Source: an optimization exercise on an open RTL-to-GDS flow (aim: small area). Production flows keep margins and buffers that such runs may drop.
Function was checked by simulation only, so behaviour that the tests miss may differ from the original.
No activity file was given, so power comes from the tool's default toggle rates.

job 8340:
Design memory, start of the top module:
module memory(
    input clk_100M,
    input reset,
    input rst,
    input str,
    input [7:0] sw,
    input debug,
    input entr,
    input bld,
    output [3:0] an,
    output reg [6:0] seg,
    output [15:0] led,
    output out,
    output o_shutdown_n,
    output o_gain,
    output o_connect_n
    );
For scale: ~700 cells after synthesis, ~120 flip-flops, about 46 I/O pins.
export LEC_CHECK = 0
export CAP_MARGIN = 20
export CORE_MARGIN = 2
export CORE_UTILIZATION = 40
export SLEW_MARGIN = 20
create_clock -name core_clock -period 10.0 [get_ports {clk_100M}]
standard.sh (not shown) runs the stock make flow with config.mk's settings and CLKGATE_MAP_FILE= SYNTH_SCRIPT=/design/flow/synth_recipe.tcl, a recipe that flattens the netlist after the stock synthesis.
==> flow/flow/run.sh <==
#!/bin/bash
# Layout flow: the standard flow (standard.sh) with two changes:
#  - synthesis maps with an area-oriented ABC script (abc_area.script here)
#    in place of ORFS's; everything else in synthesis is the standard flow's script
#  - port buffers are sky130_fd_sc_hd__buf_1
# Each tool's output goes to a log file of its own in the work folder.
set -euo pipefail
cd "$(dirname "$0")/.."
W=$(pwd)
{
  echo 'proc abc {args} {'
  echo '  set i [lsearch -exact $args -script]'
  echo "  if {\$i >= 0} { lset args [expr {\$i + 1}] $W/flow/abc_area.script }"
  echo '  yosys abc {*}$args'
  echo '}'
  cat "$W/synth_recipe.tcl"
} > "$W/synth_area.tcl"
VARS=("SYNTH_SCRIPT=$W/synth_area.tcl" "BUFFER_PORTS_ARGS=-buffer_cell sky130_fd_sc_hd__buf_1")
bash standard.sh "${VARS[@]}" synth > "$W/log_synth.txt" 2>&1
bash standard.sh "${VARS[@]}" finish > "$W/log_layout.txt" 2>&1
==> flow/flow/abc_area.script <==
strash
&get -n
&deepsyn -T 60
&put
dch -f
map -a
topo
Setup changes, job 8340 to job 581
Settings: an added GPL_TIMING_DRIVEN of 0.
==> flow/flow/run.sh <==
#!/bin/bash
# Layout flow: the standard flow (standard.sh) with these changes:
#  - synthesis: ABC maps with the area-oriented script abc_area.script (in
#    this folder) in place of ORFS's, and ORFS's adder extraction is off
#    (ADDER_MAP_FILE empty); everything else is the standard flow's synthesis script
#  - port buffers are sky130_fd_sc_hd__buf_1
#  - clock tree: sky130_fd_sc_hd__clkbuf_4 buffers and no dummy clock loads
# Each tool's output goes to a log file of its own in the work folder.
set -euo pipefail
cd "$(dirname "$0")/.."
W=$(pwd)
{
  echo 'proc abc {args} {'
  echo '  set i [lsearch -exact $args -script]'
  echo "  if {\$i >= 0} { lset args [expr {\$i + 1}] $W/flow/abc_area.script }"
  echo '  yosys abc {*}$args'
  echo '}'
  cat "$W/synth_recipe.tcl"
} > "$W/synth_area.tcl"
VARS=("SYNTH_SCRIPT=$W/synth_area.tcl" "ADDER_MAP_FILE="
      "BUFFER_PORTS_ARGS=-buffer_cell sky130_fd_sc_hd__buf_1"
      "REMOVE_ABC_BUFFERS=1" "SKIP_REPAIR_TIE_FANOUT=1"
      "CTS_ARGS=-sink_clustering_enable -repair_clock_nets -dont_use_dummy_load -buf_list sky130_fd_sc_hd__clkbuf_4")
bash standard.sh "${VARS[@]}" synth > "$W/log_synth.txt" 2>&1
bash standard.sh "${VARS[@]}" finish > "$W/log_layout.txt" 2>&1
==> flow/flow/abc_area.script <==
strash
&get -n
&deepsyn -T 60
&put
dch -f
amap
topo
Results
Job 581 completed; timing, DRC and antenna clean. Compared to job 8340, the router laid down less metal wire for job 581. Relative to job 8340, synthesized cell area has decreased by about 10% in job 581. Job 581 vs. job 8340: wire length of the first global-routing pass now sits lower; number of instances on the worst hold path moved up; combinational power now larger; overall power of the completed layout decreased by 370 uW relative to the old numbers. Job 8340 has higher overall via count from detail_route than job 581. Compared to job 8340, job 581 leaves more free space in the core. The net total in the final layout in job 581 sits 15% below the value recorded for job 8340.
Input-level comparison between job 143 and job 581:
--- a/flow/flow/run.sh
+++ b/flow/flow/run.sh
@@ -6,3 +6,3 @@
 #  - port buffers are sky130_fd_sc_hd__buf_1
-#  - clock tree: sky130_fd_sc_hd__clkbuf_4 buffers and no dummy clock loads
+#  - clock tree: larger sink clusters (CTS_ARGS below)
 # Each tool's output goes to a log file of its own in the work folder.
@@ -21,4 +21,3 @@
       "BUFFER_PORTS_ARGS=-buffer_cell sky130_fd_sc_hd__buf_1"
-      "REMOVE_ABC_BUFFERS=1" "SKIP_REPAIR_TIE_FANOUT=1"
-      "CTS_ARGS=-sink_clustering_enable -repair_clock_nets -dont_use_dummy_load -buf_list sky130_fd_sc_hd__clkbuf_4")
+      "CTS_ARGS=-sink_clustering_enable -repair_clock_nets -sink_clustering_size 30 -sink_clustering_max_diameter 150 -sink_buffer_max_cap_derate 1.0 -buf_list sky130_fd_sc_hd__clkbuf_8")
 bash standard.sh "${VARS[@]}" synth > "$W/log_synth.txt" 2>&1
The non-clock buffer count number comes out lower for job 581 vs job 143.
Transition time of the tightest slew-check pin (higher): job 581
Re worst hold slack: job 581 was lower than job 143.
Sequential power share was lower in job 143 than in job 581.
Re via count: job 143 is about 2.4% up on job 581.
Diff job 143..job 581 | number of buffers inserted to repair setup after CTS | unchanged
Job 143 -> job 581: average cell area after synthesis delta 0, exact match
Detailed route wirelength on metal2 for job 143 is higher than for job 581.
[compare] base=job 581 new=job 143: fraction of area in multi-input gates now sits lower; combinational group power went up 6.8%.
When the final numbers for job 143 and job 581 were put side by side, the instance area at placement turned out to be smaller in job 581.
Edits applied to the flow inputs when going from job 143 to job 5898:
Settings: an added CTS_CLUSTER_SIZE of 40; a deleted GPL_TIMING_DRIVEN that had been 0; an added CTS_BUF_LIST of sky130_fd_sc_hd__clkbuf_4 sky130_fd_sc_hd__clkbuf_8; an added CTS_CLUSTER_DIAMETER of 200.
==> flow/flow/run.sh <==
#!/bin/bash
# Layout flow: the standard flow (standard.sh) with two changes:
#  - synthesis maps with an area-oriented ABC script (abc_area.script here)
#    in place of ORFS's; everything else in synthesis is the standard flow's script
#  - port buffers are sky130_fd_sc_hd__buf_1
# Each tool's output goes to a log file of its own in the work folder.
set -euo pipefail
cd "$(dirname "$0")/.."
W=$(pwd)
{
  echo 'proc abc {args} {'
  echo '  set i [lsearch -exact $args -script]'
  echo "  if {\$i >= 0} { lset args [expr {\$i + 1}] $W/flow/abc_area.script }"
  echo '  yosys abc {*}$args'
  echo '}'
  cat "$W/synth_recipe.tcl"
} > "$W/synth_area.tcl"
VARS=("SYNTH_SCRIPT=$W/synth_area.tcl" "BUFFER_PORTS_ARGS=-buffer_cell sky130_fd_sc_hd__buf_1")
bash standard.sh "${VARS[@]}" synth > "$W/log_synth.txt" 2>&1
bash standard.sh "${VARS[@]}" finish > "$W/log_layout.txt" 2>&1
==> flow/flow/abc_area.script <==
strash
&get -n
&deepsyn -T 60
&put
dch -f
map -a
topo
==> run summary <==
Comparing job 143 and job 5898, the lower clock tree buffer count of the final layout is on job 143.
Job 143 reports its critical-path cell with the highest stage delay as sky130_fd_sc_hd__clkinv_1 while job 5898 reports sky130_fd_sc_hd__dfxtp_1.
| last weighted congestion value of the routability-driven placer | lower: job 143 |
Relative to job 143, the total power of the final layout measured on job 5898 has decreased by a few percent.
The higher fraction of area in clock buffers and inverters of job 143 and job 5898 is in job 143.
Job 5898 finished end to end and its layout was clean on timing, DRC and antenna.
On worst hold-check slack, job 143 and job 5898 are basically level.

## separate check: timing with driven ports
In the flow no input, the clock included, has a driving cell. The finished layouts below were timed again as built, in two steps.
Step 1 sets driving cells, clkbuf_16 on the clock port and buf_2 on the other inputs (assumed; they add their load-dependent delay and slew).
Step 2 also shifts input and output timing later by t, the mid clock arrival at the registers, as if the neighbouring blocks saw the same clock.
Three values: no drivers, after step 1, after step 2; two values: the first two.
| run | t, ns | slack for setup (ns) | worst setup path after step 2 |
|---|---|---|---|
| job 8340 | 0.438 | 5.672 / 5.631 / 5.848 | input to register |
| job 581 | 0.542 | 5.884 / 5.887 / 5.345 | input to register |
| job 143 | 0.468 | 5.861 / 5.861 / 5.393 | input to register |
| job 5898 | 0.457 | 5.650 / 5.614 / 5.826 | input to register |
After both steps setup and hold are still met in every run listed. For job 581, which loses most, drivers alone change the setup slack by +0.003 ns; drivers and shift together by -0.539 ns.
